This is an optimization exercise on Yosys and OpenROAD, whose aim is small area and a short achievable clock period, not a production implementation.
Function was checked by simulation only, so behaviour that the tests miss may differ from the original.

## flow/design.v (module list and top-level ports; edited modules follow where they fit)
// module cordic: 7232 lines
module cordic(clk, angle, sine, cosine);
  // ...
==> flow/flow/run.sh <==
#!/bin/bash
# Own layout flow: the standard flow (standard.sh) with these changes to how
# the layout is made:
#  1. synthesis is the standard synthesis script (synth_recipe.tcl), but ABC
#     maps the logic without the slow 4-high stacked cells (patch_abc.py);
#     registers are mapped before ABC, so they are the standard synthesis's;
#  2. port buffers are buf_2 cells instead of the delay cell buffer_ports picks;
#  3. the resizer may swap a cell for any cell of the same function.
# Each step's full output goes to a log file in this folder.
set -uo pipefail
here=$(pwd)
rm -rf "$here/myscripts"
cp -r "$FLOW_HOME/scripts" "$here/myscripts"
python3 flow/patch_abc.py "$here/myscripts/synth_preamble.tcl" > patch.log 2>&1 || exit 1
bash standard.sh SCRIPTS_DIR="$here/myscripts" synth > synth.log 2>&1 || exit 1
export BUFFER_PORTS_ARGS="-buffer_cell sky130_fd_sc_hd__buf_2"
bash standard.sh MATCH_CELL_FOOTPRINT=0 finish > layout.log 2>&1
==> flow/flow/patch_abc.py <==
# Adds -dont_use for the slow 4-high stacked cells to ABC's arguments only.
import sys
p = sys.argv[1]
s = open(p).read()
anchor = 'set abc_args [list -script $abc_script \\\n  {*}$lib_args {*}$lib_dont_use_args -constr $::env(OBJECTS_DIR)/abc.constr]\n'
assert anchor in s, "anchor not found"
cells = ("a2111o a2111oi o2111a o2111ai a311o a311oi o311a o311ai a41o a41oi o41a o41ai "
         "or4 or4b or4bb nor4 nor4b nor4bb and4 and4b and4bb a221o a221oi o221a o221ai "
         "a222oi a32o a32oi o32a o32ai").split()
extra = "foreach c {%s} {\n  lappend abc_args -dont_use sky130_fd_sc_hd__${c}_*\n}\n" % " ".join(cells)
open(p, "w").write(s.replace(anchor, anchor + extra))
print("patched", p)
==> flow/standard.sh <==
#!/bin/bash
# synth_recipe.tcl (not shown) runs the flow's synth.tcl, then flattens the netlist and writes it again
# the make line also repeats each setting of config.mk as NAME=value (left out here)
make -C /OpenROAD-flow-scripts/flow DESIGN_CONFIG=/design/flow/config.mk WORK_HOME=/design/flow/orfs CLKGATE_MAP_FILE= SYNTH_SCRIPT=/design/flow/synth_recipe.tcl "${@:-finish}"
==> flow/config.mk <==
export PLATFORM = sky130hd
export DESIGN_NAME = cordic
export DESIGN_NICKNAME = cordic
export VERILOG_FILES = /design/flow/design.v
export SDC_FILE = /design/flow/constraint.sdc
export NUM_CORES = 4
export LEC_CHECK = 0
export CAP_MARGIN = 20
export CORE_MARGIN = 2
export CORE_UTILIZATION = 40
export CTS_CLUSTER_DIAMETER = 100
export CTS_CLUSTER_SIZE = 30
export SETUP_SLACK_MARGIN = 1.0
export SLEW_MARGIN = 20
==> flow/constraint.sdc <==
create_clock -name core_clock -period 3.5 [get_ports {clk}]
set_input_delay 0.7000 -clock core_clock [delete_from_list [all_inputs] [get_ports {clk}]]
set_output_delay 0.7000 -clock core_clock [all_outputs]
set_load 0.01 [all_outputs]
==> metrics.md, run 1 <==
| Metric | Value |
|---|---|
| Category of the worst setup path capture point | flop |
| Syn_area_per_cell | about 8.9 um^2 |
| Main combinational cell family by area after synthesis | compound AO/OA/AOI/OAI gates |
| Final WL | between 50000 and 60000 um |
| Worst path depth | 4 |
| Category of the worst setup path launch point | flop |
| Share of the cycle needed by the critical path after routing | 69.9% |
| Critical Path Slowest Stage Cell | dfxtp_2 |
| Met2 track demand over resource in global routing | between 20 and 30% |
| Count of inverters other than clock inverters in the layout | approximately 180 |
| Area of the placeable core | approximately 73000 um^2 |
| Unrepaired setup endpoints after global routing | true |
| Number of nets in the layout | about 3600 |
| Cell count of the worst hold path | 1 |
| Share of synthesized cell area in full adder, half adder and majority cells | 11.9% |
| Clock sink total | roughly 520 |
| Largest cell class by area | multi-input combinational cells |
| Dominant cell by count in the synthesized netlist | dfxtp_1 |
| Vias | around 22000 |
| Post-synthesis cell type count | 67 |
| Flip-flop and latch count after synthesis | between 500 and 600 |
| Result of the run | complete, no violations |
| Number of tapcells | 959 |
| Post-Syn Nets | approximately 3600 |
| Starting density of the core | just over 40% |
| TritonCTS clock tree | built |
| Die Outline Area | 75700 um^2 |
| Number of global-route vias before repair | around 20000 |
| Number of flip-flops under the largest register name | 32 |
| Post-route cell area | 32200 um^2 |
==> inputs of run 2 (changes only) <==
--- a/flow/design.v
+++ b/flow/design.v
@@ -5798,82 +5798,83 @@
   reg s31_3; always @(posedge clk) s31_3 <= s31_2;
   reg s31_4; always @(posedge clk) s31_4 <= s31_3;
   reg s31_5; always @(posedge clk) s31_5 <= s31_4;
   reg s30_1; always @(posedge clk) s30_1 <= a0[30];
   reg s30_2; always @(posedge clk) s30_2 <= s30_1;
   reg s30_3; always @(posedge clk) s30_3 <= s30_2;
   reg s30_4; always @(posedge clk) s30_4 <= s30_3;
   reg s30_5; always @(posedge clk) s30_5 <= s30_4;
-  wire [6:0] tsel = {s31_5, s30_5, d1_5, d2_4, d3_3, d4_2, d5_1};
+  wire [6:0] tselx = {s31_5, s30_5, d1_5, d2_4, d3_3, d4_2, d5_1};
+  wire [6:0] tsely = tselx;
   wire [15:0] tx, ty;
   wire [127:0] tx0_tt = 128'hCF3CC3CFFCC33CF0F0C33CC0033CC30C;
   wire [127:0] ty0_tt = 128'h33CC30F0F3CC33FF3C33CF330C33CC0;
-  assign tx[0] = tx0_tt[tsel];
-  assign ty[0] = ty0_tt[tsel];
+  assign tx[0] = tx0_tt[tselx];
+  assign ty[0] = ty0_tt[tsely];
   wire [127:0] tx1_tt = 128'hB37D447CC2E1823F9A142D15AB88EB57;
   wire [127:0] ty1_tt = 128'hA8B42859FC4187433E22BECDEAD711D5;
-  assign tx[1] = tx1_tt[tsel];
-  assign ty[1] = ty1_tt[tsel];
+  assign tx[1] = tx1_tt[tselx];
+  assign ty[1] = ty1_tt[tsely];
   wire [127:0] tx2_tt = 128'h77411B60F83B3C110DBDF79C925356EF;
   wire [127:0] ty2_tt = 128'h39EFBDB0883CDC1F06D882EEF76ACA49;
-  assign tx[2] = tx2_tt[tsel];
-  assign ty[2] = ty2_tt[tsel];
+  assign tx[2] = tx2_tt[tselx];
+  assign ty[2] = ty2_tt[tsely];
   wire [127:0] tx3_tt = 128'hC9BBB230F2B6636C36464DCC884D9D93;
   wire [127:0] ty3_tt = 128'h33B2626C36C66D4F0C4DDD93C9B9B211;
-  assign tx[3] = tx3_tt[tsel];
-  assign ty[3] = ty3_tt[tsel];
+  assign tx[3] = tx3_tt[tselx];
+  assign ty[3] = ty3_tt[tsely];
   wire [127:0] tx4_tt = 128'h8ABE20BF03FB82AE7541DF4379047D51;
   wire [127:0] ty4_tt = 128'hC2FB82AE7541DFC0FD047D518ABE209E;
-  assign tx[4] = tx4_tt[tsel];
-  assign ty[4] = ty4_tt[tsel];
+  assign tx[4] = tx4_tt[tselx];
+  assign ty[4] = ty4_tt[tsely];
   wire [127:0] tx5_tt = 128'hFFCD049556DF4C000032FB6AAD20B3FF;
   wire [127:0] ty5_tt = 128'h56DF4C000032FB6AA920B3FFFFCD04B5;
-  assign tx[5] = tx5_tt[tsel];
-  assign ty[5] = ty5_tt[tsel];
+  assign tx[5] = tx5_tt[tselx];
+  assign ty[5] = ty5_tt[tsely];
   wire [127:0] tx6_tt = 128'hF23D178CCE1743B00DC2E87331E8BC4F;
   wire [127:0] ty6_tt = 128'hCE1743B00DC2E87331E8BC4FF23D178C;
-  assign tx[6] = tx6_tt[tsel];
-  assign ty[6] = ty6_tt[tsel];
+  assign tx[6] = tx6_tt[tselx];
+  assign ty[6] = ty6_tt[tsely];
   wire [127:0] tx7_tt = 128'hFC8A944F0DD6AEC003756BB0F229513F;
   wire [127:0] ty7_tt = 128'hDD6AEC003756BB0F229513FFC8A944F;
-  assign tx[7] = tx7_tt[tsel];
-  assign ty[7] = ty7_tt[tsel];
+  assign tx[7] = tx7_tt[tselx];
+  assign ty[7] = ty7_tt[tsely];
   wire [127:0] tx8_tt = 128'hFFD8361E8793E4000027C9E1786C1BFF;
   wire [127:0] ty8_tt = 128'h8793E4000027C9E1786C1BFFFFD8361E;
-  assign tx[8] = tx8_tt[tsel];
-  assign ty[8] = ty8_tt[tsel];
+  assign tx[8] = tx8_tt[tselx];
+  assign ty[8] = ty8_tt[tsely];
   wire [127:0] tx9_tt = 128'hED88BF02EE48FFFF127740FD11B700;
   wire [127:0] ty9_tt = 128'h2EE48FFFF127740FD11B70000ED88BF;
-  assign tx[9] = tx9_tt[tsel];
-  assign ty[9] = ty9_tt[tsel];
+  assign tx[9] = tx9_tt[tselx];
+  assign ty[9] = ty9_tt[tsely];
   wire [127:0] tx10_tt = 128'hFF0E2A7F01AB8F0000F1D580FE5470FF;
   wire [127:0] ty10_tt = 128'h1AB8F0000F1D580FE5470FFFF0E2A7F;
-  assign tx[10] = tx10_tt[tsel];
-  assign ty[10] = ty10_tt[tsel];
+  assign tx[10] = tx10_tt[tselx];
+  assign ty[10] = ty10_tt[tsely];
   wire [127:0] tx11_tt = 128'hAAA599FF00665AAA555A6600FF99A555;
   wire [127:0] ty11_tt = 128'h665AAA555A6600FF99A555AAA599FF;
-  assign tx[11] = tx11_tt[tsel];
-  assign ty[11] = ty11_tt[tsel];
+  assign tx[11] = tx11_tt[tselx];
+  assign ty[11] = ty11_tt[tsely];
   wire [127:0] tx12_tt = 128'h666387FF001E3999999C7800FFE1C666;
   wire [127:0] ty12_tt = 128'h1E3999999C7800FFE1C666666387FF;
-  assign tx[12] = tx12_tt[tsel];
-  assign ty[12] = ty12_tt[tsel];
+  assign tx[12] = tx12_tt[tselx];
+  assign ty[12] = ty12_tt[tsely];
   wire [127:0] tx13_tt = 128'hE1E07FFF0001F8781E1F8000FFFE0787;
   wire [127:0] ty13_tt = 128'h1F8781E1F8000FFFE0787E1E07FFF;
-  assign tx[13] = tx13_tt[tsel];
-  assign ty[13] = ty13_tt[tsel];
+  assign tx[13] = tx13_tt[tselx];
+  assign ty[13] = ty13_tt[tsely];
   wire [127:0] tx14_tt = 128'hE01FFFFF000007F81FE00000FFFFF807;
   wire [127:0] ty14_tt = 128'h7F81FE00000FFFFF807E01FFFFF;
-  assign tx[14] = tx14_tt[tsel];
-  assign ty[14] = ty14_tt[tsel];
+  assign tx[14] = tx14_tt[tselx];
+  assign ty[14] = ty14_tt[tsely];
   wire [127:0] tx15_tt = 128'hE0000000FFFFFFF81FFFFFFF00000007;
   wire [127:0] ty15_tt = 128'hFFFFFFF81FFFFFFF00000007E0000000;
-  assign tx[15] = tx15_tt[tsel];
-  assign ty[15] = ty15_tt[tsel];
+  assign tx[15] = tx15_tt[tselx];
+  assign ty[15] = ty15_tt[tsely];
   reg [15:0] x6, y6;   
   always @(posedge clk) begin x6 <= tx; y6 <= ty ^ {16{~z6[25]}}; end
   wire xa6_p0 = x6[0] ^ y6[6];
   wire xa6_g0 = x6[0] & y6[6];
   wire xa6_p1 = x6[1] ^ y6[7];
   wire xa6_g1 = x6[1] & y6[7];
   wire xa6_p2 = x6[2] ^ y6[8];
   wire xa6_g2 = x6[2] & y6[8];
==> flow/flow/run.sh (replaced) <==
#!/bin/bash
# Own layout flow: the standard flow (standard.sh) with these changes to how
# the layout is made:
#  1. synthesis is the standard synthesis script (synth_recipe.tcl), but ABC
#     maps the logic without the slow 4-high stacked cells (patch_abc.py) and
#     without first mapping adders to fa/ha cells (ADDER_MAP_FILE empty);
#     registers are mapped before ABC, so they are the standard synthesis's;
#  2. port buffers are buf_2 cells instead of the delay cell buffer_ports picks;
#  3. the resizer may swap a cell for any cell of the same function.
# Each step's full output goes to a log file in this folder.
set -uo pipefail
here=$(pwd)
rm -rf "$here/myscripts"
cp -r "$FLOW_HOME/scripts" "$here/myscripts"
python3 flow/patch_abc.py "$here/myscripts/synth_preamble.tcl" > patch.log 2>&1 || exit 1
bash standard.sh SCRIPTS_DIR="$here/myscripts" ADDER_MAP_FILE= synth > synth.log 2>&1 || exit 1
export BUFFER_PORTS_ARGS="-buffer_cell sky130_fd_sc_hd__buf_2"
bash standard.sh MATCH_CELL_FOOTPRINT=0 finish > layout.log 2>&1
--- a/flow/config.mk
+++ b/flow/config.mk
@@ -5,10 +5,10 @@
 export SDC_FILE = /design/flow/constraint.sdc
 export NUM_CORES = 4
 export LEC_CHECK = 0
 export CAP_MARGIN = 20
 export CORE_MARGIN = 2
 export CORE_UTILIZATION = 40
 export CTS_CLUSTER_DIAMETER = 100
 export CTS_CLUSTER_SIZE = 30
-export SETUP_SLACK_MARGIN = 1.0
+export SETUP_SLACK_MARGIN = 1.6
 export SLEW_MARGIN = 20
==> metrics.md, run 2 <==
| Metric | Value |
|---|---|
| Measured slew at the worst slew-check pin | 0.788 ns (was 1.01 ns) |
| Delay of the slowest critical-path stage | 0.40 ns (was 0.71 ns) |
| Syn_area_per_cell | 8.28 um^2 (was 8.94 um^2) |
| Share of synthesized cell area in full adder, half adder and majority cells | 1.13% (was 11.9%) |
| Leading cell type in the layout, fill and taps excluded | xnor2_1 (was dfxtp_1) |
| Die Outline Area | 71200 um^2 (was 75700 um^2) |
| Cells on worst reg2reg path | 9 (was 4) |
| Number of placed I/O pins | 65 (unchanged) |
| Most frequent cells in the layout | xnor2_1, dfxtp_1, buf_4 (was dfxtp_1, xnor2_1, a21oi_1, nand2_1, nor2_1) |
| Number of flip-flops under the largest register name | 32 (unchanged) |
| Global-route congestion overflow total | 0 (unchanged) |
| Buffer type at the clock tree root | clkbuf_16 (unchanged) |
| Cell-by-cell listing of the critical path | or3_4 -> o211ai_4 -> nor3_4 -> o31a_1 -> or3_4 -> or3b_4 -> a21oi_4 -> a211oi_2 -> xnor2_1 (was clkinvlp_4 -> o21a_1 -> mux4_2 -> xnor2_1) |
| Starting density of the core | 40.4% (about the same) |
| Dominant cell by count in the synthesized netlist | dfxtp_1 (unchanged) |
| Hold violation count in the final report | 0 (unchanged) |
| DRT Pass-1 Iters | 10 (was 6) |
| Share of Yosys cell area claimed by the top area cell type | 37.5% (was 35.3%) |
| Proportion of register bits with asynchronous set or reset after synthesis | 0% (unchanged) |
| Post-synthesis cell type count | 74 (was 67) |
| Area added between synthesis and finish | 32.2% (was 9.33%) |
| H-Tree Level Count | 1 (unchanged) |
| Launch point of the worst reg-to-reg path | z6[3]$_DFF_P_ (was s30_5$_DFF_P_) |
| Number of buffers on the longest clock path | 3 (unchanged) |
| Worst path depth | 9 (was 4) |
| Most area-hungry cell type in the Yosys netlist | dfxtp_1 (unchanged) |
| Average detailed-routed wire length per instance | 14.6 um (was 13.8 um) |
| Weighted congestion reported at the end of routability-driven placement | 0.949 (was 0.911) |
| Number of nets in the layout | 3683 (was 3598) |
| Final WL | 66300 um (was 59300 um) |
| DRT iter0 DRCs | 1649 (was 1004) |
| Yosys warning count | 1 (unchanged) |
| Num CTS Buffers | 26 (unchanged) |
| Antenna violations before repair | 0 (unchanged) |
| Die Y-Extent | 267 um (was 275 um) |
| Register with the highest flop count | a0 (unchanged) |
| Post-Syn Nets | 3372 (was 3573) |
| Upper clock frequency limit | 426 MHz (was 409 MHz) |
| Wire length of the first global-routing pass | 103000 um (was 98500 um) |
| EDFF count, synth | 0 (unchanged) |
| Number of cells produced by synthesis | 3339 (was 3289) |
| Number of vias per cell after detailed routing | 5.23 (was 5.06) |
| Placement Rows | 96 (was 99) |
| TritonCTS clock tree | built (unchanged) |
| Sequential element share of the synthesized area | 37.5% (was 35.3%) |
| Post-route minimum period | 2.35 ns (was 2.44 ns) |
| Pin count of the biggest net entering global routing | 52 (was 86) |
| Reported max-cap violation count | 0 (unchanged) |
| Kind of path behind the tightest hold check | primary input to flop (unchanged) |
| Most frequent CP cell | or3_4 |
| Share of post-route cells with drive strength above 1 | 33.5% (was 9.73%) |
| Post-synth top flop | dfxtp_1 (unchanged) |
| Main combinational cell family by area after synthesis | XOR/XNOR gates (was compound AO/OA/AOI/OAI gates) |
| Class of the most critical setup path | flop to flop (unchanged) |
| PortBufs | 64 (unchanged) |
| Summed instance area of the synthesized netlist | 27600 um^2 (was 29400 um^2) |
| Min Hold Slack | 0.186 ns (was 0.188 ns) |
| Horiz. Die Dim | 267 um (was 275 um) |
| Number of remaining DRC errors | 0 (unchanged) |
| Largest registers | a0 (32), z2 (30), z3 (29) (unchanged) |
| Max-Slew Margin vs Limit | 47.4% (was 32.6%) |
| Dominant delay contributor by cell family on the critical path | simple AND/OR/NAND/NOR gates (was flip-flops) |
| Max Transition Viols Final | 0 (unchanged) |
| Post-synthesis share of cell area spent on and, or, nand and nor gates | 19.0% (was 15.8%) |
| Category of the worst setup path launch point | flop (unchanged) |
| Share of the cycle needed by the critical path after routing | 67.1% (was 69.9%) |
| Unrepaired setup endpoints after global routing | true (unchanged) |
| Top cells by instance count after synthesis | dfxtp_1, xnor2_1, nor2_1 (was dfxtp_1, xnor2_1, ha_1) |
| Crit path to | z7[24]$_DFF_P_ (was y6[3]$_DFF_P_) |
| Clock Skews | 0.0329 ns (was 0.0230 ns) |
| RR Endpoint | z7[24]$_DFF_P_ (was y6[3]$_DFF_P_) |
| Critical Path Slowest Stage Cell | or3_4 (was dfxtp_2) |
| Vias | 23800 (was 21700) |
| Count of placed standard cells including taps | 4138 (was 4222) |
| Cells taking the most area after synthesis | dfxtp_1, xnor2_1, xor2_1 (was dfxtp_1, xnor2_1, ha_1) |
| Antenna cells | 0 (unchanged) |
| Critical path buffer and inverter count | 0 (was 1) |
| Final setup vio count | 0 (unchanged) |
| Global-route usage over all layers | 16.9% (was 15.5%) |
| Clock latency at the later pin of the worst-skew pair | 0.61 ns (was 0.60 ns) |
| Category of the worst setup path capture point | flop (unchanged) |
| Setup TNS | 0 ns (unchanged) |
| Mux contribution to synthesized area | 1.75% (was 2.29%) |
| Number of antenna-violating nets in the routed design | 0 (unchanged) |
| Xor and xnor area share after synthesis | 19.8% (was 14.5%) |
| WP data arrival | 2.88 ns (was 2.90 ns) |
| Timing startpoint of the critical path | z6[3]$_DFF_P_ (was s30_5$_DFF_P_) |
| Area of the placeable core | 68500 um^2 (was 72800 um^2) |
| Reg clk slew, reported paths | 0.11 ns (was 0.10 ns) |
| Result of the run | complete, no violations (unchanged) |
| Fill cell total of the finished layout | 6111 (was 7207) |
| Estimated wirelength of the detail-placed design | 41200 um (was 45400 um) |
| Synthesized-area fraction occupied by ao, oa, aoi and oai cells | 16.8% (was 16.3%) |
| Clock sink total | 518 (unchanged) |
| Data required time of the critical path | 4.03 ns (was 3.96 ns) |
| Filler-free cell count of the finished design | 4549 (was 4289) |
| Biggest fanout along the worst timing path | 4 (was 25) |
| Flip-flop and latch count after synthesis | 518 (unchanged) |
| Number of global-route vias before repair | 21400 (was 20400) |
[run 2: cells by family after synthesis]
logic type | count (synthesis)
buffers and inverters | 288
AND/OR/NAND/NOR | 1078
multiplexers | 48
flip-flops | 518
AO/OA/AOI/OAI | 753
XOR/XNOR | 624
adder cells (fa/ha/maj) | 30
[run 2: what timing repair did]
action                                  4_1_cts  5_1_grt
buffers inserted                            237      121
gates cloned                                  2        6
hold buffers                                  0        0
endpoints found under the setup margin      259      257
resized for setup                           463      422
pin swaps                                   263      307
[run 2: routing by layer]
layer / vias to the layer above / wire (um) / track usage (%)
met5: - / 0 / 0
met4: 0 / 2730 / 5.31
met3: 234 / 4150 / 2.96
met2: 709 / 33000 / 31.0
met1: 10800 / 26500 / 19.9
li1: 12100 / - / -
[run 2: through the flow]
step / area (um^2) / utilization (%) / setup slack, ns
after global routing: 36500 / 53.4 / 1.05
after floorplan: 28400 / - / 1.13
after CTS: 33800 / 49.3 / 1.15
final: 36500 / 53.4 / 1.15
after global placement: 29400 / 42.9 / 0.946
after detailed placement: 29400 / 42.9 / 0.900
[run 2: area by class of cell]
type	count	area (um^2)	area share, %
multi-input combinational	2533	19400	53.2
sequential	518	10700	29.3
timing repair buffer	475	4060	11.1
tap	882	1100	3.02
clock buffer	29	683	1.87
inverter	96	374	1.02
clock inverter	16	199	0.544
[run 2: worst min-delay path by stage]
stage | from | endpoint | slack (ns) | cells after the start
finish | angle[29] | a0[29]$_DFF_P_ | 0.19 | 1
global route | angle[18] | a0[18]$_DFF_P_ | 0.16 | 1
CTS | angle[12] | a0[12]$_DFF_P_ | 0.16 | 1
detailed placement | d1_4$_DFF_P_ | d1_5$_DFF_P_ | 0.31 | 0
global placement | a0[30]$_DFF_P_ | s30_1$_DFF_P_ | 0.31 | 0
floorplan | d1_1$_DFF_P_ | d1_2$_DFF_P_ | 0.31 | 0
==> inputs of run 3 (changes only) <==
--- a/flow/config.mk
+++ b/flow/config.mk
@@ -10,5 +10,5 @@
 export CORE_UTILIZATION = 40
 export CTS_CLUSTER_DIAMETER = 100
 export CTS_CLUSTER_SIZE = 30
-export SETUP_SLACK_MARGIN = 1.6
+export SETUP_SLACK_MARGIN = 1.45
 export SLEW_MARGIN = 20
==> metrics.md, run 3 <==
| Metric | Value |
|---|---|
| Start point of the worst hold path | angle[0] (was angle[29]) |
| Placement Rows | 96 (unchanged) |
| Measured slew at the worst slew-check pin | 0.799 ns (was 0.788 ns) |
| Clock Skews | 0.0161 ns (was 0.0329 ns) |
| Timing startpoint of the critical path | z6[3]$_DFF_P_ (unchanged) |
| Max-Slew Margin vs Limit | 46.7% (was 47.4%) |
| H-Tree Level Count | 1 (unchanged) |
| Summed instance area of the synthesized netlist | 27600 um^2 (unchanged) |
| Number of buffers on the longest clock path | 3 (unchanged) |
| Final WL | 62100 um (was 66300 um) |
| Post-synthesis cell type count | 74 (unchanged) |
| Unrepaired setup endpoints after global routing | true (unchanged) |
| Cells on worst reg2reg path | 9 (unchanged) |
| Share of post-route cells with drive strength above 1 | 27.0% (was 33.5%) |
| Die Outline Area | 71200 um^2 (unchanged) |
| Count of placed standard cells including taps | 4130 (was 4138) |
| Category of the worst setup path launch point | flop (unchanged) |
| Number of buffers inserted by hold repair at cts | 0 (unchanged) |
| Category of the worst setup path capture point | flop (unchanged) |
| Reported max-cap violation count | 0 (unchanged) |
| Vias | 22900 (was 23800) |
| Most frequent cells in the layout | xnor2_1, dfxtp_1, buf_4 (unchanged) |
| EDFF count, synth | 0 (unchanged) |
| Register with the highest flop count | a0 (unchanged) |
| DRT iter0 DRCs | 1511 (was 1649) |
| Leading cell type in the layout, fill and taps excluded | xnor2_1 (unchanged) |
| Final setup vio count | 0 (unchanged) |
| Critical path buffer and inverter count | 0 (unchanged) |
| Flip-flop and latch count after synthesis | 518 (unchanged) |
| Launch point of the worst reg-to-reg path | z6[3]$_DFF_P_ (unchanged) |
| Cells taking the most area after synthesis | dfxtp_1, xnor2_1, xor2_1 (unchanged) |
| Yosys warning count | 1 (unchanged) |
| Max Transition Viols Final | 0 (unchanged) |
| Proportion of register bits with asynchronous set or reset after synthesis | 0% (unchanged) |
| Post-route minimum period | 2.35 ns (about the same) |
| Smallest setup slack after layout | 1.15 ns (about the same) |
| Upper clock frequency limit | 425 MHz (was 426 MHz) |
| Average detailed-routed wire length per instance | 14.0 um (was 14.6 um) |
| Pin count of the biggest net entering global routing | 52 (unchanged) |
| Syn_area_per_cell | 8.28 um^2 (unchanged) |
| Largest registers | a0 (32), z2 (30), z3 (29) (unchanged) |
| Hold worst-path end | a0[0]$_DFF_P_ (was a0[29]$_DFF_P_) |
| Area of the placeable core | 68500 um^2 (unchanged) |
| Horiz. Die Dim | 267 um (unchanged) |
| Critical Path Slowest Stage Cell | or3_4 (unchanged) |
| Sequential element share of the synthesized area | 37.5% (unchanged) |
| Starting density of the core | 40.4% (unchanged) |
| Buffer type at the clock tree root | clkbuf_16 (unchanged) |
| Number of antenna-violating nets in the routed design | 0 (unchanged) |
| Number of vias per cell after detailed routing | 5.17 (was 5.23) |
| Die Y-Extent | 267 um (unchanged) |
| Wire length of the first global-routing pass | 99100 um (was 103000 um) |
| Hold violation count in the final report | 0 (unchanged) |
| Number of remaining DRC errors | 0 (unchanged) |
| Cell count of the worst hold path | 1 (unchanged) |
| Clock latency at the later pin of the worst-skew pair | 0.57 ns (was 0.61 ns) |
| Delay of the slowest critical-path stage | 0.40 ns (about the same) |
| Dominant delay contributor by cell family on the critical path | simple AND/OR/NAND/NOR gates (unchanged) |
| Share of Yosys cell area claimed by the top area cell type | 37.5% (unchanged) |
| Number of nets in the layout | 3571 (was 3683) |
| Post-Syn Nets | 3372 (unchanged) |
| RR Endpoint | z7[24]$_DFF_P_ (unchanged) |
| Kind of path behind the tightest hold check | primary input to flop (unchanged) |
| Most frequent CP cell | or3_4 (unchanged) |
| Num CTS Buffers | 25 (was 26) |
| Number of placed I/O pins | 65 (unchanged) |
| Most area-hungry cell type in the Yosys netlist | dfxtp_1 (unchanged) |
| Worst setup timing slack at the placement stage | 0.850 ns (was 0.900 ns) |
| Dominant cell by count in the synthesized netlist | dfxtp_1 (unchanged) |
| Class of the most critical setup path | flop to flop (unchanged) |
| Area added between synthesis and finish | 24.5% (was 32.2%) |
| Setup TNS | 0 ns (unchanged) |
| PortBufs | 64 (unchanged) |
| Filler-free cell count of the finished design | 4434 (was 4549) |
| Post-synth top flop | dfxtp_1 (unchanged) |
| Clock sink total | 518 (unchanged) |
| Number of cells produced by synthesis | 3339 (unchanged) |
| Share of the cycle needed by the critical path after routing | 67.2% (was 67.1%) |
| Weighted congestion reported at the end of routability-driven placement | 0.933 (was 0.949) |
| TritonCTS clock tree | built (unchanged) |
| Global-route congestion overflow total | 0 (unchanged) |
| Biggest fanout along the worst timing path | 4 (unchanged) |
| DRT Pass-1 Iters | 5 (was 10) |
| Top cells by instance count after synthesis | dfxtp_1, xnor2_1, nor2_1 (unchanged) |
| Cell-by-cell listing of the critical path | or3_4 -> o211ai_4 -> nor3_4 -> o31a_1 -> or3_4 -> or3b_4 -> a21oi_2 -> a211oi_2 -> xnor2_1 (was or3_4 -> o211ai_4 -> nor3_4 -> o31a_1 -> or3_4 -> or3b_4 -> a21oi_4 -> a211oi_2 -> xnor2_1) |
| Antenna violations before repair | 0 (unchanged) |
| Global-route usage over all layers | 16.3% (was 16.9%) |
| Data required time of the critical path | 4.01 ns (was 4.03 ns) |
| Antenna cells | 0 (unchanged) |
| WP data arrival | 2.87 ns (was 2.88 ns) |
| Number of flip-flops under the largest register name | 32 (unchanged) |
| Estimated wirelength of the detail-placed design | 40100 um (was 41200 um) |
| Result of the run | complete, no violations (unchanged) |
| Reg clk slew, reported paths | 0.10 ns (was 0.11 ns) |
| Number of global-route vias before repair | 20900 (was 21400) |
-- run 3: worst reg2reg max path, cell delays in order (launching register included) --
cell	delay, ns
dfxtp_2	0.33
or3_4	0.40
o211ai_4	0.20
nor3_4	0.07
o31a_1	0.27
or3_4	0.39
or3b_4	0.27
a21oi_2	0.06
a211oi_2	0.17
xnor2_1	0.13
-- run 3: cell families after synthesis --
group	Yosys count	synth area share, %
buffers and inverters	288	4.01
AND/OR/NAND/NOR	1078	19.0
adder cells (fa/ha/maj)	30	1.13
multiplexers	48	1.75
XOR/XNOR	624	19.8
AO/OA/AOI/OAI	753	16.8
flip-flops	518	37.5
-- run 3: final cells by class --
cell class / count / area, um^2
Inverter: 96 / 375
Clock inverter: 13 / 200
Tap cell: 882 / 1100
Fill cell: 6405 / 34100
Sequential cell: 518 / 10700
Multi-Input combinational cell: 2533 / 18400
Timing Repair Buffer: 364 / 2970
Clock buffer: 28 / 647
-- run 3: worst max path at each step --
stage	endpoint	slack, ns	cells after the start
after floorplan	x12[14]$_DFF_P_	1.13	10
after global placement	y8[14]$_DFF_P_	0.86	9
after detailed placement	y8[14]$_DFF_P_	0.85	9
after CTS	x12[15]$_DFF_P_	1.18	9
after global routing	x12[15]$_DFF_P_	1.07	9
final	z7[24]$_DFF_P_	1.15	9
-- run 3: layer usage --
metal  global-route usage, %  up-vias  share of wire, %
li1                        -    11900                 -
met1                    19.3    10300                41
met2                    29.5      667                50
met3                    2.79      170               6.0
met4                    5.51        0               3.7
met5                       0        -                 0
-- run 3: stage by stage --
step,cell area [um^2],hold WS (ns),util [%]
2_1_floorplan,28100,0.310,-
3_3_place_gp,29100,0.309,42.5
3_5_place_dp,29100,0.312,42.5
4_1_cts,32400,0.177,47.3
6_report,34400,0.217,50.2
5_1_grt,34400,0.184,50.2
-- run 3: repair_timing --
item / CTS / global route
gates resized for setup: 332 / 312
setup endpoints to repair: 216 / 211
pin swaps: 184 / 224
setup buffers: 161 / 95
cloned: 4 / 3
==> inputs of run 4 (changes only) <==
--- a/flow/config.mk
+++ b/flow/config.mk
@@ -10,5 +10,5 @@
 export CORE_UTILIZATION = 40
 export CTS_CLUSTER_DIAMETER = 100
 export CTS_CLUSTER_SIZE = 30
-export SETUP_SLACK_MARGIN = 1.45
+export SETUP_SLACK_MARGIN = 1.3
 export SLEW_MARGIN = 20
==> metrics.md, run 4 <==
| Metric | Value |
|---|---|
| Area added between synthesis and finish | 18.5% (was 24.5%) |
| Class of the most critical setup path | flop to flop (unchanged) |
| Yosys warning count | 1 (unchanged) |
| Wire length of the first global-routing pass | 96500 um (was 99100 um) |
| Post-route minimum period | 2.36 ns (was 2.35 ns) |
| Kind of path behind the tightest hold check | primary input to flop (unchanged) |
| Die Outline Area | 71200 um^2 (unchanged) |
| Dominant cell by count in the synthesized netlist | dfxtp_1 (unchanged) |
| Final setup vio count | 0 (unchanged) |
| Clock sink total | 518 (unchanged) |
| Measured slew at the worst slew-check pin | 0.802 ns (was 0.799 ns) |
| Syn_area_per_cell | 8.28 um^2 (unchanged) |
| Biggest fanout along the worst timing path | 4 (unchanged) |
| Register with the highest flop count | a0 (unchanged) |
| Clock latency at the later pin of the worst-skew pair | 0.60 ns (was 0.57 ns) |
| Num CTS Buffers | 24 (was 25) |
| Summed instance area of the synthesized netlist | 27600 um^2 (unchanged) |
| Proportion of register bits with asynchronous set or reset after synthesis | 0% (unchanged) |
| Cells taking the most area after synthesis | dfxtp_1, xnor2_1, xor2_1 (unchanged) |
| Reg clk slew, reported paths | 0.10 ns (about the same) |
| DRT iter0 DRCs | 1464 (was 1511) |
| Upper clock frequency limit | 424 MHz (was 425 MHz) |
| Max-Slew Margin vs Limit | 46.5% (was 46.7%) |
| PortBufs | 64 (unchanged) |
| Category of the worst setup path launch point | flop (unchanged) |
| Flip-flop and latch count after synthesis | 518 (unchanged) |
| Reported max-cap violation count | 0 (unchanged) |
| Most area-hungry cell type in the Yosys netlist | dfxtp_1 (unchanged) |
| Post-Syn Nets | 3372 (unchanged) |
| Number of placed I/O pins | 65 (unchanged) |
| Share of post-route cells with drive strength above 1 | 21.2% (was 27.0%) |
| Horiz. Die Dim | 267 um (unchanged) |
| Category of the worst setup path capture point | flop (unchanged) |
| Sequential element share of the synthesized area | 37.5% (unchanged) |
| Largest registers | a0 (32), z2 (30), z3 (29) (unchanged) |
| Number of nets in the layout | 3483 (was 3571) |
| Post-synth top flop | dfxtp_1 (unchanged) |
| Die Y-Extent | 267 um (unchanged) |
| Number of flip-flops under the largest register name | 32 (unchanged) |
| Share of the cycle needed by the critical path after routing | 67.4% (was 67.2%) |
| Number of vias per cell after detailed routing | 5.15 (was 5.17) |
| Placed instance area | 28900 um^2 (was 29100 um^2) |
| DRT Pass-1 Iters | 11 (was 5) |
| Data required time of the critical path | 4.02 ns (was 4.01 ns) |
| Final WL | 60600 um (was 62100 um) |
| Share of Yosys cell area claimed by the top area cell type | 37.5% (unchanged) |
| Buffer type at the clock tree root | clkbuf_16 (unchanged) |
| Number of cells produced by synthesis | 3339 (unchanged) |
| Global-route congestion overflow total | 0 (unchanged) |
| Smallest setup slack after layout | 1.14 ns (was 1.15 ns) |
| Global-route usage over all layers | 15.9% (was 16.3%) |
| Average detailed-routed wire length per instance | 13.9 um (was 14.0 um) |
| Number of buffers inserted by hold repair at cts | 0 (unchanged) |
| Area of the placeable core | 68500 um^2 (unchanged) |
| Hold violation count in the final report | 0 (unchanged) |
| Setup TNS | 0 ns (unchanged) |
| Max Transition Viols Final | 0 (unchanged) |
| Antenna violations before repair | 1 (was 0) |
| Clock Skews | 0.0305 ns (was 0.0161 ns) |
| Most frequent cells in the layout | xnor2_1, dfxtp_1, nor2_1 (was xnor2_1, dfxtp_1, buf_4) |
| Number of remaining DRC errors | 0 (unchanged) |
| WP data arrival | 2.88 ns (was 2.87 ns) |
| Placement Rows | 96 (unchanged) |
| EDFF count, synth | 0 (unchanged) |
| Unrepaired setup endpoints after global routing | true (unchanged) |
| H-Tree Level Count | 1 (unchanged) |
| Number of antenna-violating nets in the routed design | 0 (unchanged) |
| Number of global-route vias before repair | 20100 (was 20900) |
| Estimated wirelength of the detail-placed design | 41100 um (was 40100 um) |
| Pin count of the biggest net entering global routing | 102 (was 52) |
| Post-synthesis cell type count | 74 (unchanged) |
| Leading cell type in the layout, fill and taps excluded | xnor2_1 (unchanged) |
| Worst setup timing slack at the placement stage | 0.781 ns (was 0.850 ns) |
| Weighted congestion reported at the end of routability-driven placement | 0.945 (was 0.933) |
| Antenna cells | 0 (unchanged) |
| Starting density of the core | 40.4% (unchanged) |
| TritonCTS clock tree | built (unchanged) |
| Vias | 22400 (was 22900) |
| Number of buffers on the longest clock path | 3 (unchanged) |
| Result of the run | complete, no violations (unchanged) |
| Top cells by instance count after synthesis | dfxtp_1, xnor2_1, nor2_1 (unchanged) |
| Post-route cell area | 32800 um^2 (was 34400 um^2) |
[run 4: final cells by class]
cell class / count / area, um^2
Sequential cell: 518 / 10600
Timing Repair Buffer: 277 / 2100
Inverter: 96 / 360
Multi-Input combinational cell: 2533 / 17800
Tap cell: 882 / 1100
Fill cell: 6531 / 35700
Clock inverter: 12 / 154
Clock buffer: 28 / 657
[run 4: worst max-delay path: stages, from the launching register on]
cell	delay [ns]
dfxtp_2	0.34
or3_4	0.40
o211ai_4	0.21
nor3_4	0.07
o31a_1	0.29
or3_4	0.37
or3b_4	0.26
a21oi_2	0.06
a211oi_2	0.17
xnor2_1	0.13
[run 4: metrics by stage]
stage	cells	hold WS [ns]	util [%]
after floorplan	3339	0.310	-
after global placement	4140	0.310	42.3
after detailed placement	4140	0.312	42.3
after CTS	4261	0.161	45.4
after global routing	4346	0.159	47.8
final	4346	0.205	47.8
[run 4: worst paths after layout]
kind                            slack [ns]     startpoint             end  cells past startpoint
worst max register to register        1.14  z6[3]$_DFF_P_  z7[24]$_DFF_P_                      9
worst min register to register        0.32  z3[1]$_DFF_P_   z4[1]$_DFF_P_                      0
worst min-delay path                  0.21      angle[12]  a0[12]$_DFF_P_                      1
worst max-delay path                  1.14  z6[3]$_DFF_P_  z7[24]$_DFF_P_                      9
[run 4: routing by layer]
layer	track usage [%]	up-vias	wire [um]
li1	-	11600	-
met1	19.4	10000	25500
met2	28.8	556	30000
met3	1.94	150	3040
met4	5.18	0	1990
met5	0	-	0
[run 4: what timing repair did]
item	CTS	global route
buffers inserted	81	82
pin swaps	90	171
gates resized for setup	206	257
setup endpoints to repair	175	156
cloned	0	3
[run 4: cells by family (layout without fill, tap and decap cells)]
| group | Yosys count | in the layout | share of synthesized area (%) |
|---|---|---|---|
| AO/OA/AOI/OAI | 753 | 753 | 16.8 |
| multiplexers | 48 | 48 | 1.75 |
| adder cells (fa/ha/maj) | 30 | 30 | 1.13 |
| AND/OR/NAND/NOR | 1078 | 1078 | 19.0 |
| buffers and inverters | 288 | 413 | 4.01 |
| flip-flops | 518 | 518 | 37.5 |
| XOR/XNOR | 624 | 624 | 19.8 |
==> inputs of run 5 (changes only) <==
--- a/flow/flow/run.sh
+++ b/flow/flow/run.sh
@@ -2,7 +2,7 @@
 # Own layout flow: the standard flow (standard.sh) with these changes to how
 # the layout is made:
 #  1. synthesis is the standard synthesis script (synth_recipe.tcl), but ABC
-#     maps the logic without the slow 4-high stacked cells (patch_abc.py) and
+#     maps the logic without the slow 4-high stacked cells and a few slow two-stage cells (patch_abc.py) and
 #     without first mapping adders to fa/ha cells (ADDER_MAP_FILE empty);
 #     registers are mapped before ABC, so they are the standard synthesis's;
 #  2. port buffers are buf_2 cells instead of the delay cell buffer_ports picks;
--- a/flow/flow/patch_abc.py
+++ b/flow/flow/patch_abc.py
@@ -6,7 +6,7 @@
 assert anchor in s, "anchor not found"
 cells = ("a2111o a2111oi o2111a o2111ai a311o a311oi o311a o311ai a41o a41oi o41a o41ai "
          "or4 or4b or4bb nor4 nor4b nor4bb and4 and4b and4bb a221o a221oi o221a o221ai "
-         "a222oi a32o a32oi o32a o32ai").split()
+         "a222oi a32o a32oi o32a o32ai maj3 or3 or3b and3b o31a a31o o2bb2a a2bb2o").split()
 extra = "foreach c {%s} {\n  lappend abc_args -dont_use sky130_fd_sc_hd__${c}_*\n}\n" % " ".join(cells)
 open(p, "w").write(s.replace(anchor, anchor + extra))
 print("patched", p)
--- a/flow/config.mk
+++ b/flow/config.mk
@@ -10,5 +10,5 @@
 export CORE_UTILIZATION = 40
 export CTS_CLUSTER_DIAMETER = 100
 export CTS_CLUSTER_SIZE = 30
-export SETUP_SLACK_MARGIN = 1.3
+export SETUP_SLACK_MARGIN = 1.5
 export SLEW_MARGIN = 20
==> metrics.md, run 5 <==
| Metric | Value |
|---|---|
| Category of the worst setup path capture point | flop (unchanged) |
| Leading cell type in the layout, fill and taps excluded | xnor2_1 (unchanged) |
| TritonCTS clock tree | built (unchanged) |
| Hold violation count in the final report | 0 (unchanged) |
| Max-Slew Margin vs Limit | 50.9% (was 46.5%) |
| Measured slew at the worst slew-check pin | 0.732 ns (was 0.802 ns) |
| Number of flip-flops under the largest register name | 32 (unchanged) |
| Start point of the worst hold path | angle[10] (was angle[12]) |
| DRT iter0 DRCs | 1463 (was 1464) |
| Dominant cell by count in the synthesized netlist | dfxtp_1 (unchanged) |
| Cell-by-cell listing of the critical path | a22o_1 -> a211o_4 -> a31oi_4 -> o21ai_2 -> a21oi_4 -> a211oi_2 -> o21a_1 -> a22o_1 -> xor2_1 (was or3_4 -> o211ai_4 -> nor3_4 -> o31a_1 -> or3_4 -> or3b_4 -> a21oi_2 -> a211oi_2 -> xnor2_1) |
| Delay of the slowest critical-path stage | 0.38 ns (was 0.40 ns) |
| Pin count of the biggest net entering global routing | 50 (was 102) |
| Average detailed-routed wire length per instance | 14.1 um (was 13.9 um) |
| Largest registers | a0 (32), z2 (30), z3 (29) (unchanged) |
| Cells taking the most area after synthesis | dfxtp_1, xnor2_1, xor2_1 (unchanged) |
| Biggest fanout along the worst timing path | 6 (was 4) |
| Critical Path Slowest Stage Cell | dfxtp_4 (was or3_4) |
| Setup TNS | 0 ns (unchanged) |
| Number of remaining DRC errors | 0 (unchanged) |
| Reported max-cap violation count | 0 (unchanged) |
| Post-route minimum period | 2.23 ns (was 2.36 ns) |
| Placement Rows | 96 (unchanged) |
| Final setup vio count | 0 (unchanged) |
| Flip-flop and latch count after synthesis | 518 (unchanged) |
| Register with the highest flop count | a0 (unchanged) |
| Unrepaired setup endpoints after global routing | true (unchanged) |
| Cells on worst reg2reg path | 9 (unchanged) |
| Dominant delay contributor by cell family on the critical path | compound AO/OA/AOI/OAI gates (was simple AND/OR/NAND/NOR gates) |
| Clock sink total | 518 (unchanged) |
| Clock Skews | 0.0385 ns (was 0.0305 ns) |
| Number of placed I/O pins | 65 (unchanged) |
| Most frequent CP cell | a22o_1 (was or3_4) |
| Vias | 23000 (was 22400) |
| WP data arrival | 2.70 ns (was 2.88 ns) |
| Upper clock frequency limit | 449 MHz (was 424 MHz) |
| Cell count of the worst hold path | 1 (unchanged) |
| Max Transition Viols Final | 0 (unchanged) |
| Horiz. Die Dim | 268 um (was 267 um) |
| Number of antenna-violating nets in the routed design | 0 (unchanged) |
| Share of Yosys cell area claimed by the top area cell type | 37.1% (was 37.5%) |
| Buffer type at the clock tree root | clkbuf_16 (unchanged) |
| Die Y-Extent | 268 um (was 267 um) |
| Number of nets in the layout | 3625 (was 3483) |
| Most frequent cells in the layout | xnor2_1, dfxtp_1, buf_4 (was xnor2_1, dfxtp_1, nor2_1) |
| Num CTS Buffers | 26 (was 24) |
| Wire length of the first global-routing pass | 102000 um (was 96500 um) |
| Number of global-route vias before repair | 21100 (was 20100) |
| Clock latency at the later pin of the worst-skew pair | 0.61 ns (was 0.60 ns) |
| Post-synth top flop | dfxtp_1 (unchanged) |
| Top cells by instance count after synthesis | dfxtp_1, xnor2_1, nor2_1 (unchanged) |
| Hold worst-path end | a0[10]$_DFF_P_ (was a0[12]$_DFF_P_) |
| Weighted congestion reported at the end of routability-driven placement | 0.917 (was 0.945) |
| Kind of path behind the tightest hold check | primary input to flop (unchanged) |
| Area of the placeable core | 68800 um^2 (was 68500 um^2) |
| Share of the cycle needed by the critical path after routing | 63.6% (was 67.4%) |
| Summed instance area of the synthesized netlist | 27900 um^2 (was 27600 um^2) |
| Post-route cell area | 35100 um^2 (was 32800 um^2) |
| Number of cells produced by synthesis | 3376 (was 3339) |
| Antenna cells | 0 (unchanged) |
| Die Outline Area | 72000 um^2 (was 71200 um^2) |
| EDFF count, synth | 0 (unchanged) |
| Critical path buffer and inverter count | 0 (unchanged) |
| Launch point of the worst reg-to-reg path | y6[7]$_DFF_P_ (was z6[3]$_DFF_P_) |
| Placed instance area | 29200 um^2 (was 28900 um^2) |
| Class of the most critical setup path | flop to flop (unchanged) |
| Global-route usage over all layers | 16.7% (was 15.9%) |
| Final core area utilization | 50.9% (was 47.8%) |
| Reg clk slew, reported paths | 0.10 ns (about the same) |
| DRT Pass-1 Iters | 7 (was 11) |
| RR Endpoint | x7[15]$_DFF_P_ (was z7[24]$_DFF_P_) |
| Share of post-route cells with drive strength above 1 | 28.2% (was 21.2%) |
| Antenna violations before repair | 0 (was 1) |
| Most area-hungry cell type in the Yosys netlist | dfxtp_1 (unchanged) |
| Area added between synthesis and finish | 25.4% (was 18.5%) |
| Syn_area_per_cell | 8.28 um^2 (about the same) |
| Result of the run | complete, no violations (unchanged) |
| Sequential element share of the synthesized area | 37.1% (was 37.5%) |
| PortBufs | 64 (unchanged) |
| Number of buffers on the longest clock path | 3 (unchanged) |
| H-Tree Level Count | 1 (unchanged) |
| Final WL | 64000 um (was 60600 um) |
| Post-Syn Nets | 3409 (was 3372) |
| Proportion of register bits with asynchronous set or reset after synthesis | 0% (unchanged) |
| Yosys warning count | 1 (unchanged) |
| Post-synthesis cell type count | 79 (was 74) |
| Number of vias per cell after detailed routing | 5.07 (was 5.15) |
| Starting density of the core | 40.6% (was 40.4%) |
| Data required time of the critical path | 3.97 ns (was 4.02 ns) |
| Global-route congestion overflow total | 0 (unchanged) |
| Estimated wirelength of the detail-placed design | 41200 um (was 41100 um) |
| Category of the worst setup path launch point | flop (unchanged) |
| Worst setup timing slack at the placement stage | 0.861 ns (was 0.781 ns) |
| Smallest setup slack after layout | 1.27 ns (was 1.14 ns) |
-- run 5: metal layers --
layer / vias to the layer above / track usage [%] / wire (um)
li1: 11900 / - / -
met1: 10300 / 19.7 / 26100
met2: 604 / 30.5 / 31900
met3: 165 / 2.80 / 3810
met4: 0 / 5.98 / 2190
met5: - / 0 / 0
-- run 5: worst max-delay path by stage --
stage	cells after the start	startpoint	slack, ns	end
floorplan	10	y6[7]$_DFF_P_	1.34	x7[15]$_DFF_P_
global placement	9	x7[8]$_DFF_P_	0.87	y8[14]$_DFF_P_
detailed placement	9	x7[8]$_DFF_P_	0.86	y8[15]$_DFF_P_
CTS	9	y6[7]$_DFF_P_	1.25	x7[15]$_DFF_P_
global route	9	y8[0]$_DFF_P_	1.19	y9[13]$_DFF_P_
finish	9	y6[7]$_DFF_P_	1.27	x7[15]$_DFF_P_
-- run 5: cell type report --
| type | instances | area (um^2) |
|---|---|---|
| fillers | 6364 | 33800 |
| flip-flops and latches | 518 | 10700 |
| inverters | 98 | 374 |
| clock inverters | 19 | 240 |
| repair buffers | 377 | 3070 |
| multi-input cells | 2571 | 18800 |
| well taps | 931 | 1160 |
| clock buffers | 28 | 689 |
-- run 5: worst reg2reg max path: stages, from the launching register on --
cell      delay, ns
dfxtp_4        0.38
a22o_1         0.27
a211o_4        0.35
a31oi_4        0.16
o21ai_2        0.10
a21oi_4        0.19
a211oi_2       0.11
o21a_1         0.19
a22o_1         0.21
xor2_1         0.13
-- run 5: logic make-up after synthesis --
family | synth area share [%]
AO/OA/AOI/OAI | 18.0
XOR/XNOR | 19.5
flip-flops | 37.1
buffers and inverters | 4.17
AND/OR/NAND/NOR | 19.4
multiplexers | 1.91
-- run 5: what timing repair did --
item / in CTS / in global routing
pin swaps: 194 / 217
buffers inserted: 168 / 100
gates resized for setup: 379 / 364
gates cloned: 5 / 1
hold buffers: 0 / 0
endpoints found under the setup margin: 212 / 210
-- run 5: stage by stage --
stage               instances  hold slack, ns
finish                   4542           0.185
global route             4542           0.145
detailed placement       4221           0.312
global placement         4221           0.310
CTS                      4441           0.154
floorplan                3376           0.310
==> inputs of run 6 (changes only) <==
--- a/flow/config.mk
+++ b/flow/config.mk
@@ -10,5 +10,5 @@
 export CORE_UTILIZATION = 40
 export CTS_CLUSTER_DIAMETER = 100
 export CTS_CLUSTER_SIZE = 30
-export SETUP_SLACK_MARGIN = 1.5
+export SETUP_SLACK_MARGIN = 1.4
 export SLEW_MARGIN = 20
==> metrics.md, run 6 <==
| Metric | Value |
|---|---|
| Number of antenna-violating nets in the routed design | 0 (unchanged) |
| Register with the highest flop count | a0 (unchanged) |
| Clock sink total | 518 (unchanged) |
| Cell-by-cell listing of the critical path | o22a_4 -> a211o_4 -> a31oi_4 -> o21ai_2 -> a21oi_4 -> a211oi_2 -> o21a_1 -> a22o_1 -> xor2_1 (was a22o_1 -> a211o_4 -> a31oi_4 -> o21ai_2 -> a21oi_4 -> a211oi_2 -> o21a_1 -> a22o_1 -> xor2_1) |
| Category of the worst setup path capture point | flop (unchanged) |
| Kind of path behind the tightest hold check | primary input to flop (unchanged) |
| Number of flip-flops under the largest register name | 32 (unchanged) |
| Vias | 22900 (was 23000) |
| Number of remaining DRC errors | 0 (unchanged) |
| Critical path buffer and inverter count | 0 (unchanged) |
| Pin count of the biggest net entering global routing | 96 (was 50) |
| Estimated wirelength of the detail-placed design | 40700 um (was 41200 um) |
| Average detailed-routed wire length per instance | 13.8 um (was 14.1 um) |
| Reg clk slew, reported paths | 0.11 ns (was 0.10 ns) |
| Post-route minimum period | 2.32 ns (was 2.23 ns) |
| DRT Pass-1 Iters | 6 (was 7) |
| Die Outline Area | 72000 um^2 (unchanged) |
| Cells taking the most area after synthesis | dfxtp_1, xnor2_1, xor2_1 (unchanged) |
| Number of cells produced by synthesis | 3376 (unchanged) |
| GR Util met1 | 18.9% (was 19.7%) |
| Cells on worst reg2reg path | 9 (unchanged) |
| RR Endpoint | x7[15]$_DFF_P_ (unchanged) |
| Number of buffers on the longest clock path | 3 (unchanged) |
| Share of the cycle needed by the critical path after routing | 66.2% (was 63.6%) |
| Wire length of the first global-routing pass | 95600 um (was 102000 um) |
| Leading cell type in the layout, fill and taps excluded | xnor2_1 (unchanged) |
| Area added between synthesis and finish | 20.3% (was 25.4%) |
| Class of the most critical setup path | flop to flop (unchanged) |
| Final setup vio count | 0 (unchanged) |
| Final WL | 61600 um (was 64000 um) |
| Reported max-cap violation count | 0 (unchanged) |
| Number of nets in the layout | 3543 (was 3625) |
| DRT iter0 DRCs | 1527 (was 1463) |
| Hold worst-path end | a0[11]$_DFF_P_ (was a0[10]$_DFF_P_) |
| Sequential element share of the synthesized area | 37.1% (unchanged) |
| H-Tree Level Count | 1 (unchanged) |
| Starting density of the core | 40.6% (unchanged) |
| Unrepaired setup endpoints after global routing | true (unchanged) |
| Num CTS Buffers | 25 (was 26) |
| Placement Rows | 96 (unchanged) |
| Post-synthesis cell type count | 79 (unchanged) |
| Met2 track demand over resource in global routing | 28.4% (was 30.5%) |
| Share of post-route cells with drive strength above 1 | 23.6% (was 28.2%) |
| Start point of the worst hold path | angle[11] (was angle[10]) |
| Top cells by instance count after synthesis | dfxtp_1, xnor2_1, nor2_1 (unchanged) |
| Summed instance area of the synthesized netlist | 27900 um^2 (unchanged) |
| Hold violation count in the final report | 0 (unchanged) |
| Result of the run | complete, no violations (unchanged) |
| Syn_area_per_cell | 8.28 um^2 (unchanged) |
| Post-synth top flop | dfxtp_1 (unchanged) |
| Antenna cells | 0 (unchanged) |
| Category of the worst setup path launch point | flop (unchanged) |
| M3 GR Usage | 2.37% (was 2.80%) |
| Min Hold Slack | 0.202 ns (was 0.185 ns) |
| Number of vias per cell after detailed routing | 5.13 (was 5.07) |
| Largest registers | a0 (32), z2 (30), z3 (29) (unchanged) |
| Area of the placeable core | 68800 um^2 (unchanged) |
| GRT busiest layer | met2 (unchanged) |
| PortBufs | 64 (unchanged) |
| Max Transition Viols Final | 0 (unchanged) |
| Flip-flop and latch count after synthesis | 518 (unchanged) |
| Launch point of the worst reg-to-reg path | x6[0]$_DFF_P_ (was y6[7]$_DFF_P_) |
| Clock Skews | 0.0209 ns (was 0.0385 ns) |
| Biggest fanout along the worst timing path | 6 (unchanged) |
| Cell count of the worst hold path | 1 (unchanged) |
| Die Y-Extent | 268 um (unchanged) |
| Horiz. Die Dim | 268 um (unchanged) |
| Delay of the slowest critical-path stage | 0.38 ns (about the same) |
| TritonCTS clock tree | built (unchanged) |
| Data required time of the critical path | 3.97 ns (about the same) |
| Most area-hungry cell type in the Yosys netlist | dfxtp_1 (unchanged) |
| Antenna violations before repair | 0 (unchanged) |
| Post-Syn Nets | 3409 (unchanged) |
| Critical Path Slowest Stage Cell | a211o_4 (was dfxtp_4) |
| Most frequent cells in the layout | xnor2_1, dfxtp_1, nand2_1 (was xnor2_1, dfxtp_1, buf_4) |
| Dominant cell by count in the synthesized netlist | dfxtp_1 (unchanged) |
| Clock latency at the later pin of the worst-skew pair | 0.60 ns (was 0.61 ns) |
| Proportion of register bits with asynchronous set or reset after synthesis | 0% (unchanged) |
| Max-Slew Margin vs Limit | 26.9% (was 50.9%) |
| EDFF count, synth | 0 (unchanged) |
| Dominant delay contributor by cell family on the critical path | compound AO/OA/AOI/OAI gates (unchanged) |
| Share of Yosys cell area claimed by the top area cell type | 37.1% (unchanged) |
| Global-route usage over all layers | 15.6% (was 16.7%) |
| Buffer type at the clock tree root | clkbuf_16 (unchanged) |
| Upper clock frequency limit | 431 MHz (was 449 MHz) |
| Number of global-route vias before repair | 20200 (was 21100) |
| Weighted congestion reported at the end of routability-driven placement | 0.948 (was 0.917) |
| Measured slew at the worst slew-check pin | 1.10 ns (was 0.732 ns) |
| Number of placed I/O pins | 65 (unchanged) |
| WP data arrival | 2.78 ns (was 2.70 ns) |
| Yosys warning count | 1 (unchanged) |
| Setup TNS | 0 ns (unchanged) |
| Global-route congestion overflow total | 0 (unchanged) |
## run 6: routing by layer
metal	up-vias	wire length (um)
li1	11800	-
met1	10300	25400
met2	662	30600
met3	155	3790
met5	-	0
met4	0	1840
## run 6: per-stage QoR
stage / cells / area (um^2) / setup WS [ns] / utilization, %
after global placement: 4222 / 29100 / 0.878 / 42.2
after global routing: 4454 / 33600 / 1.10 / 48.8
after CTS: 4360 / 31500 / 1.23 / 45.8
after detailed placement: 4222 / 29100 / 0.857 / 42.2
after floorplan: 3376 / 28000 / 1.34 / -
final: 4454 / 33600 / 1.18 / 48.8
## run 6: area by class of cell
cell class	instances	area (um^2)
Clock buffer	26	629
Fill cell	6543	35200
Sequential cell	518	10700
Tap cell	931	1160
Multi-Input combinational cell	2571	18300
Clock inverter	14	205
Inverter	98	375
Timing Repair Buffer	296	2300
## run 6: how the worst max path moves through the flow
stage | start | to | slack (ns) | depth (start not counted)
4_1_cts | x6[1]$_DFF_P_ | x7[15]$_DFF_P_ | 1.23 | 9
3_5_place_dp | x7[8]$_DFF_P_ | y8[15]$_DFF_P_ | 0.86 | 9
6_report | x6[0]$_DFF_P_ | x7[15]$_DFF_P_ | 1.18 | 9
3_3_place_gp | x7[8]$_DFF_P_ | y8[14]$_DFF_P_ | 0.88 | 9
2_1_floorplan | y6[7]$_DFF_P_ | x7[15]$_DFF_P_ | 1.34 | 10
5_1_grt | y8[0]$_DFF_P_ | y9[13]$_DFF_P_ | 1.10 | 9
## run 6: cell families after synthesis
group	after synthesis	share of synthesized area, %
buffers and inverters	287	4.17
and+or+nand+nor	1113	19.4
muxes	52	1.91
AOI/OAI and AO/OA	785	18.0
DFF	518	37.1
xor gates and xnor gates	621	19.5
## run 6: timing repair
action,in CTS,in global routing
gates resized for setup,241,345
endpoints found under the setup margin,182,155
buffers inserted,98,90
cloned,0,4
hold buffers,0,0
pin swaps,121,166
==> inputs of run 7 (changes only) <==
--- a/flow/config.mk
+++ b/flow/config.mk
@@ -10,5 +10,5 @@
 export CORE_UTILIZATION = 40
 export CTS_CLUSTER_DIAMETER = 100
 export CTS_CLUSTER_SIZE = 30
-export SETUP_SLACK_MARGIN = 1.4
+export SETUP_SLACK_MARGIN = 1.2
 export SLEW_MARGIN = 20
==> metrics.md, run 7 <==
| Metric | Value |
|---|---|
| Antenna cells | 0 (unchanged) |
| Hold violation count in the final report | 0 (unchanged) |
| Smallest setup slack after layout | 1.18 ns (about the same) |
| Clock Skews | 0.0237 ns (was 0.0209 ns) |
| Final WL | 56800 um (was 61600 um) |
| Unrepaired setup endpoints after global routing | true (unchanged) |
| Number of buffers inserted by hold repair at cts | 0 (unchanged) |
| Number of global-route vias before repair | 19200 (was 20200) |
| Cells taking the most area after synthesis | dfxtp_1, xnor2_1, xor2_1 (unchanged) |
| Post-synth top flop | dfxtp_1 (unchanged) |
| Estimated wirelength of the detail-placed design | 40900 um (was 40700 um) |
| Yosys warning count | 1 (unchanged) |
| Number of placed I/O pins | 65 (unchanged) |
| Clock sink total | 518 (unchanged) |
| Setup TNS | 0 ns (unchanged) |
| Global-route congestion overflow total | 0 (unchanged) |
| Leading cell type in the layout, fill and taps excluded | xnor2_1 (unchanged) |
| Num CTS Buffers | 24 (was 25) |
| Biggest fanout along the worst timing path | 6 (unchanged) |
| Most area-hungry cell type in the Yosys netlist | dfxtp_1 (unchanged) |
| Area occupied by registers | 10500 um^2 (was 10700 um^2) |
| Sequential element share of the synthesized area | 37.1% (unchanged) |
| Upper clock frequency limit | 430 MHz (was 431 MHz) |
| Class of the most critical setup path | flop to flop (unchanged) |
| Largest registers | a0 (32), z2 (30), z3 (29) (unchanged) |
| DRT iter0 DRCs | 1207 (was 1527) |
| Reg clk slew, reported paths | 0.10 ns (was 0.11 ns) |
| Placement Rows | 96 (unchanged) |
| Category of the worst setup path launch point | flop (unchanged) |
| Multi-input gate area in the final layout | 17100 um^2 (was 18300 um^2) |
| TritonCTS clock tree | built (unchanged) |
| Data required time of the critical path | 3.96 ns (was 3.97 ns) |
| Syn_area_per_cell | 8.28 um^2 (unchanged) |
| Average detailed-routed wire length per instance | 13.2 um (was 13.8 um) |
| Final setup vio count | 0 (unchanged) |
| Share of Yosys cell area claimed by the top area cell type | 37.1% (unchanged) |
| Measured slew at the worst slew-check pin | 1.09 ns (was 1.10 ns) |
| Die Y-Extent | 268 um (unchanged) |
| Reported max-cap violation count | 0 (unchanged) |
| Number of flip-flops under the largest register name | 32 (unchanged) |
| Area added between synthesis and finish | 11.4% (was 20.3%) |
| Delay of the slowest critical-path stage | 0.38 ns (about the same) |
| Filler-free cell count of the finished design | 4320 (was 4454) |
| Result of the run | complete, no violations (unchanged) |
| Number of nets in the layout | 3410 (was 3543) |
| Count of placed standard cells including taps | 4225 (was 4222) |
| Die Outline Area | 72000 um^2 (unchanged) |
| H-Tree Level Count | 1 (unchanged) |
| Critical path buffer and inverter count | 0 (unchanged) |
| DRT Pass-1 Iters | 5 (was 6) |
| Max Transition Viols Final | 0 (unchanged) |
| Category of the worst setup path capture point | flop (unchanged) |
| Clock latency at the later pin of the worst-skew pair | 0.59 ns (was 0.60 ns) |
| Dominant cell by count in the synthesized netlist | dfxtp_1 (unchanged) |
| Wire length of the first global-routing pass | 92300 um (was 95600 um) |
| Number of cells produced by synthesis | 3376 (unchanged) |
| Pin count of the biggest net entering global routing | 99 (was 96) |
| Antenna violations before repair | 0 (unchanged) |
| Post-synthesis cell type count | 79 (unchanged) |
| Critical Path Slowest Stage Cell | dfxtp_4 (was a211o_4) |
| Max-Slew Margin vs Limit | 27.6% (was 26.9%) |
| Vias | 21600 (was 22900) |
| PortBufs | 64 (unchanged) |
| Dominant delay contributor by cell family on the critical path | compound AO/OA/AOI/OAI gates (unchanged) |
| WP data arrival | 2.78 ns (about the same) |
| Summed instance area of the synthesized netlist | 27900 um^2 (unchanged) |
==> run 7: cell counts after synthesis <==
Identical to the previous run, type by type.
==> run 7: path summary, 6_finish.rpt <==
| check | start | end | slack [ns] | depth (start not counted) |
|---|---|---|---|---|
| hold / removal | angle[25] | a0[25]$_DFF_P_ | 0.20 | 1 |
| setup / recovery | y6[6]$_DFF_P_ | x7[15]$_DFF_P_ | 1.18 | 9 |
| setup reg to reg | y6[6]$_DFF_P_ | x7[15]$_DFF_P_ | 1.18 | 9 |
| hold reg to reg | s31_3$_DFF_P_ | s31_4$_DFF_P_ | 0.30 | 0 |
==> run 7: kinds of logic after synthesis <==
group,share of synthesized area (%)
buffers and inverters,4.17
AND/OR/NAND/NOR,19.4
flip-flops,37.1
AO/OA/AOI/OAI,18.0
XOR/XNOR,19.5
multiplexers,1.91
==> run 7: stage by stage <==
| step | cell area (um^2) | hold WS [ns] |
|---|---|---|
| 2_1_floorplan | 27900 | 0.310 |
| 3_3_place_gp | 29100 | 0.310 |
| 3_5_place_dp | 29100 | 0.312 |
| 4_1_cts | 30100 | 0.159 |
| 5_1_grt | 31100 | 0.169 |
| 6_report | 31100 | 0.203 |
==> run 7: timing repair <==
action / in CTS / in global routing
setup buffers: 11 / 45
resized for setup: 50 / 175
pin swaps: 18 / 73
gates cloned: 0 / 1
setup endpoints to repair: 95 / 127
==> run 7: area by class of cell <==
cell class | count | share of cell area, %
clock buffer | 26 | 2.05
clock inverter | 12 | 0.490
inverter | 98 | 1.19
multi-input combinational | 2571 | 55.0
sequential | 518 | 33.7
tap | 931 | 3.74
timing repair buffer | 164 | 3.82
==> run 7: layer usage <==
layer / part of all wire [%] / track usage, %
met5: 0 / 0
met2: 48 / 26.5
met1: 44 / 18.9
met3: 5.0 / 2.11
met4: 2.8 / 4.53

-- port drivers added, routing unchanged --
The flow's constraints put no driver on any port. The routed layouts listed below were extracted and timed again, unchanged, in two steps. Step 1 assumes that a clkbuf_16 drives the clock port and a buf_2 every other input. Step 2 adds t to the input delays and takes it off the output delays; t is the mean of the earliest and latest rising clock arrival at the registers after step 1. Input paths then give back, and output paths get back, about the clock's delay inside the block. a / b / c = ideal / step 1 / step 2; a / b = the first two.
run | t, ns | setup slack, ns | worst register clock-pin slew, ns | worst data-port slew with drivers (ns)
run 1 | 0.646 | 1.055 / 1.055 / 1.055 | 0.11 / 0.11 | 0.04
run 2 | 0.649 | 1.150 / 1.150 / 1.150 | 0.11 / 0.11 | 0.05
run 3 | 0.627 | 1.148 / 1.148 / 1.148 | 0.11 / 0.11 | 0.05
run 4 | 0.639 | 1.140 / 1.140 / 1.140 | 0.11 / 0.11 | 0.05
run 5 | 0.651 | 1.275 / 1.275 / 1.275 | 0.11 / 0.11 | 0.05
run 6 | 0.647 | 1.182 / 1.182 / 1.182 | 0.11 / 0.11 | 0.05
run 7 | 0.635 | 1.176 / 1.176 / 1.176 | 0.11 / 0.11 | 0.05
After both steps every run listed still meets setup and hold.
